Source: an optimization exercise on an open RTL-to-GDS flow (aim: small area and few clock cycles). Production flows keep margins and buffers that such runs may drop.
Function not checked in this run: the RTL went through the layout flow alone.

==> flow/design.v <==
`timescale 1ns / 1ps
module FC
#(
  parameter input_size1= 15'd1600,
  parameter out_size1= 4'd12,
  parameter weight_base1=15'd2664,
  parameter other_weight_base1=8'd108,
  parameter input_size2= 15'd12,
  parameter out_size2= 4'd8,
  parameter weight_base2=15'd21864,
  parameter other_weight_base2=8'd144,
  parameter input_size3= 15'd8,
  parameter out_size3= 4'd2,
  parameter weight_base3=15'd21960,
  parameter other_weight_base3=8'd168
) 
(
  input clk,
  input rst_n,
 input start_FC,
 output reg end_FC,
 output reg [15:0]ram_addr_w, 
 output reg [7:0]ram_data_w, 
 output reg ram_en,     
 output reg ram_wea,    
 output reg [8:0]rom_addr_row,
 input  [31:0]rom_data_row,
 output reg rom_en_row,
 output reg [14:0]rom_addr_rw,
 input  [7:0]rom_data_rw,
 output reg rom_en_rw, 
 output reg [15:0]ram_addr_r,
 input  [7:0]ram_data_r,
 output reg ram_en_r,
 output reg [7:0]NN_out_male,
 output reg [7:0]NN_out_female
);
integer i;
reg [3:0] t;
reg signed[7:0] ans [21:0];
reg [4:0]num;
reg [7:0]num_reg;
reg [14:0]input_size;
reg [3:0]out_size;
reg [3:0]filter_num;
reg end_flag;
reg [14:0]cur_state;
reg [63:0]sum_reg;
reg start_mp;
reg signed [63:0] q1q2_sum;
reg round;
reg signed [63:0]q3;
reg signed [25:0]M0;
reg signed [20:0]Z1a2;
reg signed [5:0]bias;
always @(posedge clk)begin  
      if(!rst_n)begin
        cur_state<=11'd0;
        filter_num<=4'd0;
        num<=5'd0;
        num_reg<=8'd0;
        start_mp<=1'b0;
        end_FC<=1'b0;
        ram_en<=1'b0;
        ram_wea<=1'b0;
        ram_en_r<=1'b0;
        rom_en_rw<=1'b0;
        rom_en_row<=1'b0;
      end
      else begin
        case(cur_state)
            11'd0:begin
                if(start_FC || start_mp)begin
                    cur_state <= cur_state+1;
                    start_mp<=1;
                end
                else
                    cur_state<=cur_state;
                if(num<5'd12 && num>=0)begin  
                    ram_addr_r<=-2;  
                    rom_addr_rw <= weight_base1+filter_num * input_size1-1;  
                    rom_addr_row <= other_weight_base1+filter_num * 9'd3;  
                    input_size<=input_size1;
                    out_size<=out_size1;
                end
                else if(num<5'd20&&num>=5'd12)begin  
                    rom_addr_rw <= weight_base2+filter_num * input_size2-1;  
                    rom_addr_row <= other_weight_base2+filter_num * 9'd3;  
                    input_size<=input_size2;
                    out_size<=out_size2;
                end
                else begin  
                    rom_addr_rw <= weight_base3+filter_num * input_size3-1;  
                    rom_addr_row <= other_weight_base3+filter_num * 9'd3;  
                    input_size<=input_size3;
                    out_size<=out_size3;
                end 
                t<=0;
                num_reg<=0;
                q3<=0;
                q1q2_sum<=0;
                rom_en_rw <= 1'd0;
                rom_en_row <= 1'd1;
                ram_en<=1'b0;
                ram_wea<=1'b0;
                ram_en_r<=1'b1;
                end_FC<=0;
                sum_reg<=0;
            end
            11'd1,11'd2,11'd3:begin  
                 cur_state<= cur_state+1;
                 ram_addr_r<=ram_addr_r+1;
                 if(cur_state>=11'd2)begin
                    rom_addr_rw <= rom_addr_rw + 11'd1;
                    rom_en_rw <= 1'd1;
                 end
                 rom_addr_row <= rom_addr_row + 9'd1;
            end
            11'd1700:begin  
                ram_addr_w<=t;
                ram_data_w<=ans[t+5'd20];
                NN_out_female<=ans[5'd20];
                NN_out_male<=ans[5'd21];
                ram_en<=1'b1;
                ram_wea<=1'b1;
                ram_en_r<=1'b0;
                if(t)  
                    cur_state<=11'd1702;
                else
                    cur_state<=11'd1700;
                t<=t+1;
            end
            11'd1702:begin  
                end_FC<=1;
                start_mp<=0;
                if(t==4'd4)
                    cur_state<=11'd0;
                else
                    cur_state<=11'd1702;   
                t<=t+1;
            end
            default:begin
                rom_addr_rw <= rom_addr_rw + 11'd1;
                cur_state<=cur_state+1;
                ram_addr_r<=ram_addr_r+1;
                if(cur_state == (input_size+4'd10))begin
                    if(num==5'd21)
                        cur_state<=12'd1700;
                    else
                        cur_state<=0;
                    if(num==5'd21)
                        num<=5'd0;
                    else
                        num<=num+1;
                    if(filter_num==(out_size-1))
                        filter_num<=0;    
                    else
                        filter_num<=filter_num+1;
                end
                else if(cur_state == (input_size+9))begin
                    ans[num]<= q3[7:0];
                end
                else if(cur_state == (input_size+8))begin
                    if($signed(q3[31:0]) < -32'sd128) begin
                        q3[31:0] <= -32'd128;
                    end    
                end
                else if(cur_state == (input_size+7))begin
                    if(num<5'd20)
                        q3 <= (q3 >> 32) + round- 32'd128;
                    else
                        q3 <= (q3 >> 32) + round+ 32'd41;  
                end
                else if(cur_state == (input_size+6))begin
                    round <= q3[31];
                end
                else if(cur_state == (input_size+5))begin
                    q3 <= M0 * sum_reg;
                end
                else if(cur_state == (input_size+4))begin
                    sum_reg<=(q1q2_sum - Z1a2 + bias);
                end
                else begin
                    if(num<5'd12&&num>=0)  
                        q1q2_sum<=q1q2_sum + $signed(rom_data_rw) * $signed(ram_data_r);
                    else if(num<5'd20&&num>=5'd12)begin
                        q1q2_sum<=q1q2_sum+$signed(rom_data_rw) * ans[num_reg];
                        num_reg<=num_reg+1;    
                    end
                    else begin
                        q1q2_sum<=q1q2_sum+$signed(rom_data_rw) * ans[5'd12+num_reg];
                        num_reg<=num_reg+1;    
                end    
             end
            end
        endcase        
      end
end
always@(posedge clk ) begin
    case(cur_state)
        11'd2:begin
            M0 <= rom_data_row;
        end
        11'd3:begin
            Z1a2 <= rom_data_row;
        end
        11'd4:begin
            bias <= rom_data_row;
        end
        default:begin
            bias <= bias;
        end
    endcase
end
endmodule
==> flow/run.sh <==
#!/bin/bash
# synth_recipe.tcl (not shown) runs the flow's synth.tcl, then flattens the netlist and writes it again
# the make line also repeats each setting of config.mk as NAME=value (left out here)
make -C /OpenROAD-flow-scripts/flow DESIGN_CONFIG=/design/flow/config.mk WORK_HOME=/design/flow/orfs CLKGATE_MAP_FILE= SYNTH_SCRIPT=/design/flow/synth_recipe.tcl finish
==> flow/config.mk <==
export PLATFORM = sky130hd
export DESIGN_NAME = FC
export DESIGN_NICKNAME = FC
export VERILOG_FILES = /design/flow/design.v
export SDC_FILE = /design/flow/constraint.sdc
export NUM_CORES = 4
export LEC_CHECK = 0
export CAP_MARGIN = 20
export CORE_MARGIN = 2
export CORE_UTILIZATION = 40
export PLACE_DENSITY = 0.6
export SLEW_MARGIN = 20
==> flow/constraint.sdc <==
create_clock -name core_clock -period 11.0 [get_ports {clk}]
set_input_delay 2.2000 -clock core_clock [delete_from_list [all_inputs] [get_ports {clk}]]
set_output_delay 2.2000 -clock core_clock [all_outputs]
set_load 0.01 [all_outputs]
==> reports/qor.csv <==
metric;value;unit
status;no timing/DRC/antenna violations;
Fmax;0.104;GHz
first-pass iteration count of the detailed router;6;
Clock Skew;0.0417;ns
H-tree depth;3;
Slew @ Worst Pin;1.16;ns
Post-synth EDFFs;499;
register bank with the most flops;ans;
RSZ-0062 raised after global routing;false;
CTS tree;done;
CTS clk-pin slew, worst paths;0.06;ns
port buffer count;118;
clock buffer depth;3;
Yosys warning total;1;
top-level I/O count;137;
largest net degree at the start of global routing;83;
Largest register FFs;176;
Min-Delay Path Class;flip-flop to flip-flop;
final number of max-transition violations;0;
kind of end point of the critical path;flip-flop;
Final Hold Fails;0;
core region area;0.260;sq mm
wire per inst;20.3;um
antenna violations before repair;9;
clock sinks;539;
vias per cell;5.27;
dominant cell type by area after synthesis;fa_1;
routed via count;75100;
Critical Path RT;11.35;ns
Critical Path Start Type;primary input;
crit share post-route;87.4;%
clk root buf;clkbuf_16;
number of global-route vias before repair;80800;
Synth Register Bits;539;
Total GRT Usage;22.3;%
DRC viols;0;
Core Util, Final;43.2;%
most common cell after layout, fill and taps aside;inv_1;
FF-to-FF setup slack;1.40;ns
met1 GRT Util;29.7;%
dpl cells;14100;
Num CTS Buffers;66;
crit-path max FO;17;
remaining global-route overflow;0;
Die Width;516;um
sequential fraction of the synthesis area;15.1;%
Final HPWL DP;236;mm
max-cap violations;0;
clock latency (worst-skew pair);0.69;ns
Setup violations, final;0;
area share of the largest cell type after synthesis;38.7;%
Layout area overhead;7.30;%
final std cells w/o fill;14200;
Initial Utilization;40.3;%
syn avg cell area;9.71;sq um
GR peak layer;met2;
Yosys cell types;96;
Final min period;9.62;ns
global routing usage on met3;2.67;%
remaining antenna violation count;0;
Mapped Area;0.105;sq mm
Max transition margin;22.1;%
first-pass GRT wire length;461;mm
WS Path Type;primary input to flip-flop;
layout cells sized above 1;4.95;%
Resized cells post-CTS;0;
Die Ht;516;um
Routed WL;290;mm
ys flop type;edfxtp_1;
synth top area cells;fa_1, edfxtp_1, inv_1, ha_1, nand2_1;
post-CTS setup buffer count;0;
post-synthesis cell count;10800;
# rows;187;
Initial DRC Count;5092;
setup tns final;0;ns
CTS Hold Bufs;0;
GR met2 Demand/Resource;37.5;%
most frequent cells in the layout;inv_1, fa_1, nand2_1;
die footprint;0.266;sq mm
ys async rst share;0;%
global placement routability congestion;0.940;
Nets;13400;
Worst Path Arrival;9.97;ns
cells in the mapped netlist (23+ instances only):
| cell | instances |
|---|---|
| fa_1 | 2026 |
| xnor2_1 | 297 |
| a21oi_1 | 475 |
| nand3_1 | 126 |
| and3_1 | 57 |
| ha_1 | 647 |
| o21ai_0 | 240 |
| o31ai_1 | 27 |
| o21a_1 | 23 |
| o22ai_1 | 37 |
| inv_1 | 2242 |
| and2_1 | 626 |
| mux2i_1 | 39 |
| nand2b_1 | 55 |
| clkbuf_1 | 440 |
| a31oi_1 | 50 |
| nand2_1 | 1197 |
| nand4_1 | 81 |
| a21o_1 | 173 |
| buf_1 | 23 |
| a211oi_1 | 39 |
| o211ai_1 | 28 |
| o21bai_1 | 49 |
| edfxtp_1 | 499 |
| mux4_2 | 144 |
| nor2b_1 | 85 |
| nor2_1 | 417 |
| nor3_1 | 68 |
| xor2_1 | 185 |
| dfxtp_1 | 40 |
critical path: stages:
cell,delay [ns]
clkdlybuf4s50_1,0.76
buf_4,0.30
nand2_1,0.09
fa_1,0.66
fa_2,0.50
inv_1,0.61
fa_1,0.56
fa_1,0.47
ha_1,0.29
ha_1,0.42
nand4_1,0.22
nor4_1,0.55
a21oi_1,0.18
a21oi_1,0.26
nor4b_1,0.12
or3_1,0.38
a21oi_2,0.35
a41oi_2,0.28
o31ai_1,0.37
xor2_1,0.11
a22oi_1,0.19
a21oi_1,0.09
final timing paths:
path,startpoint,endpoint,depth (start not counted)
max,rom_data_rw[7],q1q2_sum[61]$_SDFFCE_PP0P_,22
min,rom_en_row$_SDFFE_PN0P_,rom_en_row$_SDFFE_PN0P_,1
max reg2reg,flip-flop,q1q2_sum[63]$_SDFFCE_PP0P_,29
min reg2reg,rom_en_row$_SDFFE_PN0P_,rom_en_row$_SDFFE_PN0P_,1
cells by family after synthesis:
| group | share of synthesized area [%] |
|---|---|
| AO/OA/AOI/OAI | 8.14 |
| other | 0.00358 |
| adder cells (fa/ha/maj) | 46.5 |
| buffers and inverters | 9.87 |
| XOR/XNOR | 4.03 |
| AND/OR/NAND/NOR | 12.9 |
| flip-flops | 15.1 |
| multiplexers | 3.52 |
routing by layer:
metal	vias up	share of wire (%)
met5	-	0
met4	0	3.5
met3	478	6.2
met2	2305	48
met1	38700	42
li1	33600	-
cell type report:
class / instances / area (sq um)
Clock buffer: 89 / 1830
Fill cell: 24900 / 148000
Multi-Input combinational cell: 7524 / 78800
Tap cell: 3496 / 4370
Clock inverter: 33 / 497
Inverter: 2244 / 8430
Sequential cell: 539 / 15800
Timing Repair Buffer: 304 / 2660
Antenna cell: 7 / 17.5
through the flow:
| step | setup WS [ns] | hold slack [ns] | instance area (sq um) |
|---|---|---|---|
| final | 1.38 | 0.479 | 112000 |
| after global routing | 0.869 | 0.516 | 112000 |
| after CTS | 1.40 | 0.485 | 112000 |
| after detailed placement | 0.713 | 0.472 | 110000 |
| after global placement | 0.753 | 0.448 | 110000 |
| after floorplan | 0.522 | 0.451 | 105000 |

static timing again, ports no longer ideal:
How much do the figures lean on ideal ports? The routed layout below was timed once more, with nothing changed but the port constraints. Step 1 sets driving cells, clkbuf_16 on the clock port and buf_2 on the other inputs (assumed; they add their load-dependent delay and slew). Step 2 adds t to the input delays and takes it off the output delays; t is the mean of the earliest and latest rising clock arrival at the registers after step 1. Input paths then give back, and output paths get back, about the clock's delay inside the block. Three values: ideal, step 1, step 2; two values: the first two.
shift t [ns]: 0.736
setup WS [ns]: 1.383 / 1.405 / 0.692
worst hold slack (ns): 0.479 / 0.479 / 0.479
worst setup path at the end: input to register
worst register clock-pin slew, ns: 0.07 / 0.07
After both steps this run still meets setup and hold. The setup slack of this run moves by +0.022 ns with the drivers and by -0.691 ns with both steps.
